This design comes from an exercise in tuning for small area on the open sky130 flow, not from production work.
The RTL was checked by simulation tests, not by an equivalence proof against the original design.

rev 12:
Design cordic, start of the top module:
module cordic(angle, out1, clk);
  input signed [31:0] angle;
  input clk;
  output [15:0] out1;
  wire [15:0] a_hi = angle[31:16];
  wire [14:0] u_c = (a_hi[15] != a_hi[14]) ? {15{~a_hi[15]}} : {~a_hi[14], a_hi[13:0]};
  wire [15:0] x_1;
  wire signed [16:0] y_2;
  reg [15:0] x_1_t; reg signed [16:0] y_2_t;
  assign x_1 = x_1_t; assign y_2 = y_2_t;
  always @* case (u_c[14:9])
    6'd0: begin x_1_t = 16'd43266; y_2_t = -17'sd33652; end
    6'd1: begin x_1_t = 16'd42234; y_2_t = -17'sd32318; end
    6'd2: begin x_1_t = 16'd41245; y_2_t = -17'sd31012; end
    6'd3: begin x_1_t = 16'd40295; y_2_t = -17'sd29738; end
    6'd4: begin x_1_t = 16'd39382; y_2_t = -17'sd28487; end
    6'd5: begin x_1_t = 16'd38510; y_2_t = -17'sd27271; end
    6'd6: begin x_1_t = 16'd37677; y_2_t = -17'sd26079; end
    6'd7: begin x_1_t = 16'd36879; y_2_t = -17'sd24915; end
    6'd8: begin x_1_t = 16'd36093; y_2_t = -17'sd23733; end
    6'd9: begin x_1_t = 16'd35367; y_2_t = -17'sd22617; end
    6'd10: begin x_1_t = 16'd34678; y_2_t = -17'sd21521; end
    6'd11: begin x_1_t = 16'd34022; y_2_t = -17'sd20449; end
    6'd12: begin x_1_t = 16'd33397; y_2_t = -17'sd19390; end
    6'd13: begin x_1_t = 16'd32807; y_2_t = -17'sd18356; end
    6'd14: begin x_1_t = 16'd32250; y_2_t = -17'sd17338; end
    6'd15: begin x_1_t = 16'd31722; y_2_t = -17'sd16340; end
    6'd16: begin x_1_t = 16'd31086; y_2_t = -17'sd15065; end
    6'd17: begin x_1_t = 16'd30630; y_2_t = -17'sd14101; end
    6'd18: begin x_1_t = 16'd30205; y_2_t = -17'sd13149; end
    6'd19: begin x_1_t = 16'd29807; y_2_t = -17'sd12213; end
    6'd20: begin x_1_t = 16'd29440; y_2_t = -17'sd11282; end
    6'd21: begin x_1_t = 16'd29100; y_2_t = -17'sd10368; end
    6'd22: begin x_1_t = 16'd28791; y_2_t = -17'sd9462; end
    6'd23: begin x_1_t = 16'd28509; y_2_t = -17'sd8568; end
    6'd24: begin x_1_t = 16'd28247; y_2_t = -17'sd7648; end
    6'd25: begin x_1_t = 16'd28021; y_2_t = -17'sd6770; end
    6'd26: begin x_1_t = 16'd27824; y_2_t = -17'sd5896; end
    6'd27: begin x_1_t = 16'd27652; y_2_t = -17'sd5030; end
    6'd28: begin x_1_t = 16'd27509; y_2_t = -17'sd4163; end
  ...
Size: about 2700 cells after synthesis, about 730 flip-flops, ~49 I/O pins, roughly 30000 um2 of cells after synthesis.
export LEC_CHECK = 0
export CAP_MARGIN = 0
export CORE_MARGIN = 2
export CORE_UTILIZATION = 40
export CTS_BUF_LIST = sky130_fd_sc_hd__clkbuf_16
export CTS_CLUSTER_DIAMETER = 100
export CTS_CLUSTER_SIZE = 30
export SLEW_MARGIN = 0
create_clock -name core_clock -period 5.5 [get_ports {clk}]
run.sh (not shown) runs the stock make flow with config.mk's settings and CLKGATE_MAP_FILE= SYNTH_SCRIPT=/design/flow/synth_recipe.tcl, a recipe that flattens the netlist after the stock synthesis.
The final layout from rev 12, which completed every stage, passed the timing, design-rule and antenna checks at the end of the flow.
### rev 12 -> rev 13
Settings: changing SLEW_MARGIN from 0 to 20; changing CAP_MARGIN from 0 to 20.
==> run summary <==
From rev 12 to rev 13, post-synthesis area per instance did not move at all. Comparing rev 13 against rev 12, there is no change at all in cell area. From rev 12 to rev 13 the numbers moved as follows: final setup slack of the worst path stayed essentially flat, die area stayed essentially flat. Area overhead of the layout relative to synthesis: rev 13 vs rev 12 identical. From rev 12 to rev 13 the numbers moved as follows: multi-input gate share of the layout cell area did not really move; cell count closely matched the old numbers.

job 101:
cordic, a different RTL version from the one above (not shown whole).
Size: ~3100 cells after synthesis, about 740 flip-flops, roughly 49 I/O pins.
clock: 5.5 ns
lec_check: 0
abc_area: 1
cap_margin: 20
core_margin: 2
core_utilization: 40
cts_buf_list: sky130_fd_sc_hd__clkbuf_16
cts_cluster_diameter: 100
cts_cluster_size: 30
slew_margin: 20
Changes in job 102 relative to job 101:
==> flow/config.mk <==
export PLATFORM = sky130hd
export DESIGN_NAME = cordic
export DESIGN_NICKNAME = cordic
export VERILOG_FILES = /design/flow/design.v
export SDC_FILE = /design/flow/constraint.sdc
export NUM_CORES = 4
export LEC_CHECK = 0
export CAP_MARGIN = 20
export CORE_MARGIN = 2
export CORE_UTILIZATION = 40
export CTS_BUF_LIST = sky130_fd_sc_hd__clkbuf_8
export CTS_CLUSTER_DIAMETER = 60
export CTS_CLUSTER_SIZE = 20
export SLEW_MARGIN = 20
--- outcome ---
Summary of the comparison: share of the core filled with cells in the final layout is higher in job 102, relative to job 101. Compare job 101 and job 102 | count of clock-buffer cells in the layout higher: job 102. Between job 102 and job 101, it is job 102 whose cell area after synthesis is higher, by about 0.44%. Compared with job 101, job 102 shows mux share of post-synthesis cell area higher by 1.2 points. Job 101 and job 102 ended up with nearly the same largest incremental delay on the critical path.
Input changes introduced in job 103 (baseline for comparison: job 102):
diff --git a/flow/config.mk b/flow/config.mk
--- a/flow/config.mk
+++ b/flow/config.mk
@@ -10,5 +10,5 @@
 export CORE_UTILIZATION = 40
 export CTS_BUF_LIST = sky130_fd_sc_hd__clkbuf_8
-export CTS_CLUSTER_DIAMETER = 60
-export CTS_CLUSTER_SIZE = 20
+export CTS_CLUSTER_DIAMETER = 45
+export CTS_CLUSTER_SIZE = 18
 export SLEW_MARGIN = 20
Findings:
Across job 102 and job 103, the outcome is the same: a clean finish for every run. Core area of job 103 is on par with job 102. Any difference in slew at the pin closest to its max-slew limit between job 103 and job 102 is small enough to ignore. Worst setup path startpoint = sg_r8: job 102; worst setup path startpoint = bits_r15[0]: job 103. Comparing job 102 and job 103, ratio of cells with drive above 1 in the final layout is lower on job 102.

-- what the ideal ports hide --
No port has a modelled driver above. Below, the same layouts with a new extraction and two added sets of constraints. Step 1 (the two cells are an assumption about what drives the block):
set clk [get_ports {clk}]
set_driving_cell -lib_cell sky130_fd_sc_hd__clkbuf_16 $clk
set_driving_cell -lib_cell sky130_fd_sc_hd__buf_2 [delete_from_list [all_inputs] $clk]
Step 2 times the ports against the registers' clock, not the clock port: input delays grow and output delays shrink by t, the midpoint of the rising clock arrivals with the driver on. Slacks: no drivers / after step 1 / after step 2; pairs: no drivers / after step 1.
run	t, ns	slack for setup (ns)	worst hold slack (ns)	worst setup path at the end	clock arrival spread, ns
rev 12	0.698	0.200 / 0.200 / 0.200	0.321 / 0.321 / 0.321	register to register	0.028 / 0.028
rev 13	0.698	0.200 / 0.200 / 0.200	0.321 / 0.321 / 0.321	register to register	0.028 / 0.028
job 101	0.679	0.193 / 0.193 / 0.193	0.324 / 0.324 / 0.324	register to register	0.042 / 0.042
job 102	0.719	0.212 / 0.212 / 0.212	0.306 / 0.306 / 0.306	register to register	0.064 / 0.064
job 103	0.734	0.186 / 0.186 / 0.186	0.287 / 0.287 / 0.287	register to register	0.059 / 0.059
After both steps every run listed still meets setup and hold.
